What follows belongs to an exercise in optimizing a design on an open flow for small area, a short achievable clock period and few clock cycles; a production flow would make more cautious choices.
In this exercise RTL edits were held to simulation tests only and were not proved equivalent to the original.
The clock port is modelled as an ideal driver; clocking choices that lean on that would not hold on a real chip.
Power and IR drop assume default switching activity.

Design xlr8_float_div, start of the top module:
module xlr8_float_div
  (input  logic        clk,
   input  logic        rstn,
   input  logic [5:0]  adr,
   input  logic [7:0]  dbus_in,
   output logic [7:0]  dbus_out,
   input  logic        iore,
   input  logic        iowe,
   output logic        out_en,
   input  logic [31:0] opa,    
   input  logic [31:0] opb     
   );
   logic        start_div;
   logic        start_nop;
   logic        fin;
   logic [31:0] result;
   xlr8_xf xf_inst
     (.clk       (clk),
      .rstn      (rstn),
      .adr       (adr),
      .dbus_in   (dbus_in),
      .dbus_out  (dbus_out),
      .iore      (iore),
      .iowe      (iowe),
      .out_en    (out_en),
      .start_div (start_div),
      .start_nop (start_nop),
      .fin       (fin),
      .result    (result));
   xlr8_fdiv fdiv_inst
     (.clk       (clk),
      .rst_n     (rstn),
      .start_div (start_div),
      .start_nop (start_nop),
      .numer     (opa),
      .denom     (opb),
      .fin       (fin),
      .result    (result));
endmodule
Size in the first run: roughly 170 flip-flops, about 91 I/O pins, about 0.013 mm² of cells after synthesis.
Settings: LEC_CHECK=0, CAP_MARGIN=20, CORE_MARGIN=2, CORE_UTILIZATION=45, SETUP_SLACK_MARGIN=2.1, SLEW_MARGIN=20; clock period 5.0 ns.
run.sh (not shown) runs the stock make flow with config.mk's settings and CLKGATE_MAP_FILE= SYNTH_SCRIPT=/design/flow/synth_recipe.tcl, a recipe that flattens the netlist after the stock synthesis.
The baseline produced a clean layout.
Testbench counts at the start, summed over its fixed seeds: cycles 35,992.
Edit:
==> flow/flow/run.sh (new file) <==
#!/bin/bash
set -euo pipefail
bash standard.sh synth > synth.log 2>&1
bash standard.sh MATCH_CELL_FOOTPRINT=0 \
  "BUFFER_PORTS_ARGS=-buffer_cell sky130_fd_sc_hd__buf_1" \
  "CTS_ARGS=-sink_clustering_enable -repair_clock_nets -sink_clustering_size 30 -buf_list {sky130_fd_sc_hd__clkbuf_4 sky130_fd_sc_hd__clkbuf_8} -dont_use_dummy_load" \
  finish > layout.log 2>&1
test -s out/final.def
==> flow/standard.sh (new file) <==
#!/bin/bash
# synth_recipe.tcl (not shown) runs the flow's synth.tcl, then flattens the netlist and writes it again
# the make line also repeats each setting of config.mk as NAME=value (left out here)
make -C /OpenROAD-flow-scripts/flow DESIGN_CONFIG=/design/flow/config.mk WORK_HOME=/design/flow/orfs CLKGATE_MAP_FILE= SYNTH_SCRIPT=/design/flow/synth_recipe.tcl "${@:-finish}"
Settings changed: CORE_UTILIZATION 45 to 40, CTS_BUF_LIST set to sky130_fd_sc_hd__clkbuf_4 sky130_fd_sc_hd__clkbuf_8, CTS_CLUSTER_SIZE set to 30, SETUP_SLACK_MARGIN 2.1 to 2.0, SYNTH_HIERARCHICAL set to 1, SYNTH_MINIMUM_KEEP_SIZE set to 0.
removed: flow/run.sh
Outcome: Worst setup slack loses 0.16 ns. Cell area decreases by 15%. Sequential share of layout area increases by 3.9 points. Maximum frequency decreases by about 5%. Routed wire length decreases by about 20%. Via count decreases by about 11%. Combinational power decreases by about 17%. Global-route usage decreases by 7.2 points. Clock-buffer cell count decreases by 3. Area after synthesis decreases by 2.7%. Non-clock buffer count decreases by 32.


Another version of the RTL of xlr8_float_div (not shown whole).
Size in the first run: about 730 cells after synthesis, about 92 flip-flops, about 91 I/O pins.
Settings: LEC_CHECK=0, CAP_MARGIN=20, CORE_MARGIN=2, CORE_UTILIZATION=50, CTS_BUF_LIST=sky130_fd_sc_hd__clkbuf_4 sky130_fd_sc_hd__clkbuf_8, CTS_CLUSTER_SIZE=30, SETUP_SLACK_MARGIN=2.0, SLEW_MARGIN=20, SYNTH_HIERARCHICAL=1, SYNTH_MINIMUM_KEEP_SIZE=0; clock period 5.0 ns.
standard.sh (not shown) runs the stock make flow with config.mk's settings and CLKGATE_MAP_FILE= SYNTH_SCRIPT=/design/flow/synth_recipe.tcl, a recipe that flattens the netlist after the stock synthesis.
==> flow/flow/run.sh <==
#!/bin/bash
set -euo pipefail
bash standard.sh synth > synth.log 2>&1
bash standard.sh MATCH_CELL_FOOTPRINT=0 \
  "BUFFER_PORTS_ARGS=-buffer_cell sky130_fd_sc_hd__buf_1" \
  "CTS_ARGS=-sink_clustering_enable -repair_clock_nets -sink_clustering_size 30 -buf_list {sky130_fd_sc_hd__clkbuf_4 sky130_fd_sc_hd__clkbuf_8} -dont_use_dummy_load" \
  finish > layout.log 2>&1
test -s out/final.def
The first run completed with no timing, DRC or antenna violations.
Testbench counts at the start, summed over its fixed seeds: cycles 73,192.
Next try:
--- a/flow/config.mk
+++ b/flow/config.mk
@@ -10 +10 @@
-export CORE_UTILIZATION = 50
+export CORE_UTILIZATION = 40
@@ -15,2 +14,0 @@
-export SYNTH_HIERARCHICAL = 1
-export SYNTH_MINIMUM_KEEP_SIZE = 0
The new run completed without violations.
Global-route usage goes down by 5.2 points.
Die area goes up by 28%.
Wire length goes up by 3.7%.
Cell count goes up by 12%.
Via count goes up by 3.7%.
Next try:
--- a/flow/config.mk
+++ b/flow/config.mk
@@ -7,0 +8 @@
+export ABC_CLOCK_PERIOD_IN_PS = 2000
@@ -14,0 +16,2 @@
+export SYNTH_HIERARCHICAL = 1
+export SYNTH_MINIMUM_KEEP_SIZE = 0
Result: Routed wire length shrinks by a little under a tenth. Worst setup slack degrades by 55 ps. Total power goes down slightly. Sequential power barely changes. Final area decreases by a few percent. Synthesized cell count decreases by a little under a tenth. Synthesized area went down by a few percent. Register-to-register slack improved by 30 ps. Maximum frequency falls slightly. Cell count fell by a few percent.
Next try:
--- a/flow/config.mk
+++ b/flow/config.mk
@@ -8 +7,0 @@
-export ABC_CLOCK_PERIOD_IN_PS = 2000
Outcome:
- die area stays the same
- sequential share of layout area stays the same
- area after synthesis does not change
- via count stays the same
- worst setup slack is unchanged
- cell area is unchanged
- non-clock buffer count does not change
- maximum frequency stays the same
Next try:
--- a/flow/config.mk
+++ b/flow/config.mk
@@ -10 +10 @@
-export CORE_UTILIZATION = 40
+export CORE_UTILIZATION = 30
Effect: Area after synthesis stays the same; clock-buffer cell count is unchanged; fmax fell by 1.1%; combinational power rose by 5.9%; power rose by 1.6%; sequential power rose by about 0.5%; final area rose by about 3.3%; setup slack got worse by 32 ps; via count rose by 1.8%; synthesized cell count is unchanged.


Another version of the RTL of xlr8_float_div (not shown whole).
Size: about 91 I/O pins.
==> flow/config.mk <==
export PLATFORM = sky130hd
export DESIGN_NAME = xlr8_float_div
export DESIGN_NICKNAME = xlr8_float_div
export VERILOG_FILES = /design/flow/design.v
export SDC_FILE = /design/flow/constraint.sdc
export NUM_CORES = 4
export LEC_CHECK = 0
export CAP_MARGIN = 20
export CORE_MARGIN = 2
export CORE_UTILIZATION = 30
export SETUP_SLACK_MARGIN = 2.0
export SLEW_MARGIN = 20
==> flow/constraint.sdc <==
create_clock -name core_clock -period 5.0 [get_ports {clk}]
set_input_delay 1.0000 -clock core_clock [delete_from_list [all_inputs] [get_ports {clk}]]
set_output_delay 1.0000 -clock core_clock [all_outputs]
set_load 0.01 [all_outputs]
run.sh (not shown) runs the stock make flow with config.mk's settings and CLKGATE_MAP_FILE= SYNTH_SCRIPT=/design/flow/synth_recipe.tcl, a recipe that flattens the netlist after the stock synthesis.
Stock flow here: none of the scripts above is used.
Testbench counts at the start, summed over its fixed seeds: cycles 73,192.
Next try:
==> flow/flow/run.sh (new file) <==
#!/bin/bash
set -euo pipefail
bash standard.sh synth > synth.log 2>&1
bash standard.sh MATCH_CELL_FOOTPRINT=0 \
  "BUFFER_PORTS_ARGS=-buffer_cell sky130_fd_sc_hd__buf_1" \
  "CTS_ARGS=-sink_clustering_enable -repair_clock_nets -sink_clustering_size 30 -buf_list {sky130_fd_sc_hd__clkbuf_4 sky130_fd_sc_hd__clkbuf_8} -dont_use_dummy_load" \
  finish > layout.log 2>&1
test -s out/final.def
==> flow/standard.sh (new file) <==
#!/bin/bash
# synth_recipe.tcl (not shown) runs the flow's synth.tcl, then flattens the netlist and writes it again
# the make line also repeats each setting of config.mk as NAME=value (left out here)
make -C /OpenROAD-flow-scripts/flow DESIGN_CONFIG=/design/flow/config.mk WORK_HOME=/design/flow/orfs CLKGATE_MAP_FILE= SYNTH_SCRIPT=/design/flow/synth_recipe.tcl "${@:-finish}"
--- a/flow/config.mk
+++ b/flow/config.mk
@@ -10,2 +10,4 @@
-export CORE_UTILIZATION = 30
-export SETUP_SLACK_MARGIN = 2.0
+export CORE_UTILIZATION = 40
+export CTS_BUF_LIST = sky130_fd_sc_hd__clkbuf_4 sky130_fd_sc_hd__clkbuf_8
+export CTS_CLUSTER_SIZE = 30
+export SETUP_SLACK_MARGIN = 2.2
removed: flow/run.sh
The new run finished clean.
Area after synthesis does not change.
Wire length came out lower by 2.8%.
Combinational power stays flat.
Next try:
==> flow/run.sh (new file) <==
#!/bin/bash
# synth_recipe.tcl (not shown) runs the flow's synth.tcl, then flattens the netlist and writes it again
# the make line also repeats each setting of config.mk as NAME=value (left out here)
make -C /OpenROAD-flow-scripts/flow DESIGN_CONFIG=/design/flow/config.mk WORK_HOME=/design/flow/orfs CLKGATE_MAP_FILE= SYNTH_SCRIPT=/design/flow/synth_recipe.tcl finish
--- a/flow/config.mk
+++ b/flow/config.mk
@@ -13 +13 @@
-export SETUP_SLACK_MARGIN = 2.2
+export SETUP_SLACK_MARGIN = 2.0
removed: flow/flow/run.sh
removed: flow/standard.sh
Total power goes up by 0.82%. Cell area goes up by 3.8%. Sequential cell count does not change. Wire length goes up by 1.5%.
Next try:
--- a/flow/config.mk
+++ b/flow/config.mk
@@ -7,0 +8 @@
+export ABC_AREA = 1
@@ -11,2 +11,0 @@
-export CTS_BUF_LIST = sky130_fd_sc_hd__clkbuf_4 sky130_fd_sc_hd__clkbuf_8
-export CTS_CLUSTER_SIZE = 30
Effect: Setup slack improved by 0.034 ns; register-to-register slack improved by 0.39 ns; via count climbs by 21%; final cell count is higher by 33%; wire length goes up by 8.0%; count of clock-buffer cells in the layout is lower by 1.
Next try:
==> flow/flow/run.sh (new file) <==
#!/bin/bash
set -euo pipefail
bash standard.sh synth > synth.log 2>&1
bash standard.sh MATCH_CELL_FOOTPRINT=0 \
  "BUFFER_PORTS_ARGS=-buffer_cell sky130_fd_sc_hd__buf_1" \
  "CTS_ARGS=-sink_clustering_enable -repair_clock_nets -sink_clustering_size 30 -buf_list {sky130_fd_sc_hd__clkbuf_4 sky130_fd_sc_hd__clkbuf_8} -dont_use_dummy_load" \
  finish > layout.log 2>&1
test -s out/final.def
==> flow/standard.sh (new file) <==
#!/bin/bash
# synth_recipe.tcl (not shown) runs the flow's synth.tcl, then flattens the netlist and writes it again
# the make line also repeats each setting of config.mk as NAME=value (left out here)
make -C /OpenROAD-flow-scripts/flow DESIGN_CONFIG=/design/flow/config.mk WORK_HOME=/design/flow/orfs CLKGATE_MAP_FILE= SYNTH_SCRIPT=/design/flow/synth_recipe.tcl "${@:-finish}"
--- a/flow/config.mk
+++ b/flow/config.mk
@@ -8 +7,0 @@
-export ABC_AREA = 1
@@ -11,0 +11,2 @@
+export CTS_BUF_LIST = sky130_fd_sc_hd__clkbuf_4 sky130_fd_sc_hd__clkbuf_8
+export CTS_CLUSTER_SIZE = 30
@@ -13,0 +15,2 @@
+export SYNTH_HIERARCHICAL = 1
+export SYNTH_MINIMUM_KEEP_SIZE = 0
removed: flow/run.sh
After rerunning: Critical path depth came out lower by 4. Setup slack got worse by 0.016 ns. Sequential cell count does not change. Combinational power went down by about 13%. Sequential share of layout area is higher by 3.8 points. Non-clock buffer count increases by 15. Core utilization drops by 1.6 points. Cell count is lower by about 24%.
Next try:
==> flow/run.sh (new file) <==
#!/bin/bash
# synth_recipe.tcl (not shown) runs the flow's synth.tcl, then flattens the netlist and writes it again
# the make line also repeats each setting of config.mk as NAME=value (left out here)
make -C /OpenROAD-flow-scripts/flow DESIGN_CONFIG=/design/flow/config.mk WORK_HOME=/design/flow/orfs CLKGATE_MAP_FILE= SYNTH_SCRIPT=/design/flow/synth_recipe.tcl finish
--- a/flow/config.mk
+++ b/flow/config.mk
@@ -11,2 +10,0 @@
-export CTS_BUF_LIST = sky130_fd_sc_hd__clkbuf_4 sky130_fd_sc_hd__clkbuf_8
-export CTS_CLUSTER_SIZE = 30
@@ -15,2 +12,0 @@
-export SYNTH_HIERARCHICAL = 1
-export SYNTH_MINIMUM_KEEP_SIZE = 0
removed: flow/flow/run.sh
removed: flow/standard.sh
The changed run completed with no timing, DRC or antenna violations.
Combinational power came out higher by 14%.
Synthesized cell count fell by about 1.3%.
Maximum frequency falls by 0.57%.
Utilization went up by 5.9 points.
Design area increases by 11%.
Setup slack is worse by 0.017 ns.
Register-to-register slack is worse by 0.21 ns.


## build 46
RTL: one of the versions met above, not the one the previous note started from.
Size in the first run: ~1600 cells after synthesis, ~170 flip-flops, ~91 I/O pins.
// xlr8_float_div
module xlr8_float_div
  (input  logic        clk,
   input  logic        rstn,
   input  logic [5:0]  adr,
   input  logic [7:0]  dbus_in,
   output logic [7:0]  dbus_out,
   input  logic        iore,
   input  logic        iowe,
   output logic        out_en,
   input  logic [31:0] opa,    
   input  logic [31:0] opb     
   );
   logic        start_div;
   logic        start_nop;
   logic        fin;
   logic [31:0] result;
   xlr8_xf xf_inst
     (.clk       (clk),
      .rstn      (rstn),
      .adr       (adr),
      .dbus_in   (dbus_in),
      .dbus_out  (dbus_out),
      .iore      (iore),
      .iowe      (iowe),
      .out_en    (out_en),
      .start_div (start_div),
      .start_nop (start_nop),
      .fin       (fin),
      .result    (result));
   xlr8_fdiv fdiv_inst
     (.clk       (clk),
      .rst_n     (rstn),
      .start_div (start_div),
      .start_nop (start_nop),
      .numer     (opa),
      .denom     (opb),
      .fin       (fin),
      .result    (result));
endmodule
Settings: LEC_CHECK=0, CAP_MARGIN=20, CORE_MARGIN=2, CORE_UTILIZATION=40, CTS_BUF_LIST=sky130_fd_sc_hd__clkbuf_2 sky130_fd_sc_hd__clkbuf_4 sky130_fd_sc_hd__clkbuf_8, CTS_CLUSTER_SIZE=30, SETUP_SLACK_MARGIN=2.0, SLEW_MARGIN=20; clock period 5.0 ns.
Stock flow here: none of the scripts above is used.
The final layout from build 46, which completed every stage, passed the timing, DRC and antenna checks at the end of the flow.
Testbench counts of build 46, summed over its fixed seeds: cycles 35,992.
Here is what was changed in the inputs of build 13 compared with build 46.
- CTS_BUF_LIST now sky130_fd_sc_hd__clkbuf_4 sky130_fd_sc_hd__clkbuf_8, was sky130_fd_sc_hd__clkbuf_2 sky130_fd_sc_hd__clkbuf_4 sky130_fd_sc_hd__clkbuf_8
==> flow/flow/run.sh (new file) <==
#!/bin/bash
set -euo pipefail
bash standard.sh synth > synth.log 2>&1
bash standard.sh MATCH_CELL_FOOTPRINT=0 \
  "BUFFER_PORTS_ARGS=-buffer_cell sky130_fd_sc_hd__buf_1" \
  "CTS_ARGS=-sink_clustering_enable -repair_clock_nets -sink_clustering_size 30 -buf_list {sky130_fd_sc_hd__clkbuf_4 sky130_fd_sc_hd__clkbuf_8} -dont_use_dummy_load" \
  finish > layout.log 2>&1
test -s out/final.def
==> flow/standard.sh (new file) <==
#!/bin/bash
# synth_recipe.tcl (not shown) runs the flow's synth.tcl, then flattens the netlist and writes it again
# the make line also repeats each setting of config.mk as NAME=value (left out here)
make -C /OpenROAD-flow-scripts/flow DESIGN_CONFIG=/design/flow/config.mk WORK_HOME=/design/flow/orfs CLKGATE_MAP_FILE= SYNTH_SCRIPT=/design/flow/synth_recipe.tcl "${@:-finish}"
removed: flow/run.sh
--- outcome ---
- Diff build 46..build 13 | number of I/O port buffers | unchanged
- Power share of the clock group in build 13 is 6.5 points lower than in build 46
- Build 13 against build 46; post-route cell area is down by a few percent.
- Relative to build 46, the sum of routed wire length over all layers of build 13 is higher by about 0.4%.
- Compared with build 46, build 13 shows weighted congestion reported at the end of routability-driven placement that has gone up by a few percent.
- Build 13 -> build 46: mean cell area of the mapped netlist delta 0, exact match
- Comparing build 46 and build 13, the lower buffer count excluding the clock tree in the final layout was measured on build 13.
- Taking build 46 as the reference, in build 13 met3 demand-to-capacity share in global routing fell by 1.2 points; number of fill cells rose by 96.
Setup changes, build 13 to build 77
==> flow/flow/run.sh <==
#!/bin/bash
# Own layout flow: the standard flow, with port buffers that the
# resizer may later size freely. The standard synthesis runs unchanged
# first; the layout steps then run with
#   BUFFER_PORTS_ARGS=-buffer_cell sky130_fd_sc_hd__buf_2
#     (port buffers are plain buffers instead of delay cells)
#   MATCH_CELL_FOOTPRINT=0
#     (the resizer may change a cell for one of another footprint)
# Each step's full output goes to a log file in the work folder.
set -euo pipefail
bash standard.sh synth > synth.log 2>&1
bash standard.sh MATCH_CELL_FOOTPRINT=0 \
  "BUFFER_PORTS_ARGS=-buffer_cell sky130_fd_sc_hd__buf_2" finish > layout.log 2>&1
test -s out/final.def
### Flow results
Diff build 13 -> build 77: buffer count excluding the clock tree in the final layout fell 9.9%; area of the multi-input gates has decreased; setup-violating endpoint count in the final report essentially unchanged.
Per the comparison of build 77 with build 13, clock-pin transition on the worst setup and hold timing paths rose by 0.02 ns; total power draw grew by about 9%.

==> separate check: timing with driven ports <==
How much do the figures lean on ideal ports? The routed layouts below were timed once more, with nothing changed but the port constraints. Step 1 (the two cells are an assumption about what drives the block):
set clk [get_ports {clk}]
set_driving_cell -lib_cell sky130_fd_sc_hd__clkbuf_16 $clk
set_driving_cell -lib_cell sky130_fd_sc_hd__buf_2 [delete_from_list [all_inputs] $clk]
Step 2 moves the port delays by t, midway between the first and last clock arrival at a register: inputs arrive t later, outputs are due t later. That takes back most of the time a late clock gives input paths. Three values: ideal, step 1, step 2; two values: the first two.
run	t, ns	setup WS [ns]	cell pins on the clock port's net
the first run of note 1	0.504	1.963 / 1.908 / 1.586	1
the second run of note 1	0.508	1.805 / 1.805 / 1.536	1
the first run of note 2	0.406	1.982 / 1.944 / 1.606	1
the second run of note 2	0.406	2.073 / 2.005 / 1.747	1
the third run of note 2	0.411	2.018 / 1.957 / 1.691	1
the fourth run of note 2	0.411	2.018 / 1.957 / 1.691	1
the fifth run of note 2	0.409	1.987 / 1.943 / 1.748	1
the first run of note 3	0.397	1.979 / 1.850 / 1.709	1
the second run of note 3	0.410	1.951 / 1.903 / 1.857	1
the third run of note 3	0.406	1.999 / 1.925 / 1.640	1
the fourth run of note 3	0.399	2.033 / 1.979 / 1.754	1
the fifth run of note 3	0.408	2.017 / 1.941 / 1.632	1
the sixth run of note 3	0.386	2.000 / 1.932 / 1.715	1
build 46	0.510	2.024 / 1.961 / 1.556	1
build 13	0.502	2.009 / 1.896 / 1.548	1
build 77	0.526	2.002 / 1.900 / 1.546	1
After both steps setup and hold are still met in every run listed. The setup slack of build 46, which loses most, moves by -0.063 ns with the drivers and by -0.468 ns with both steps.
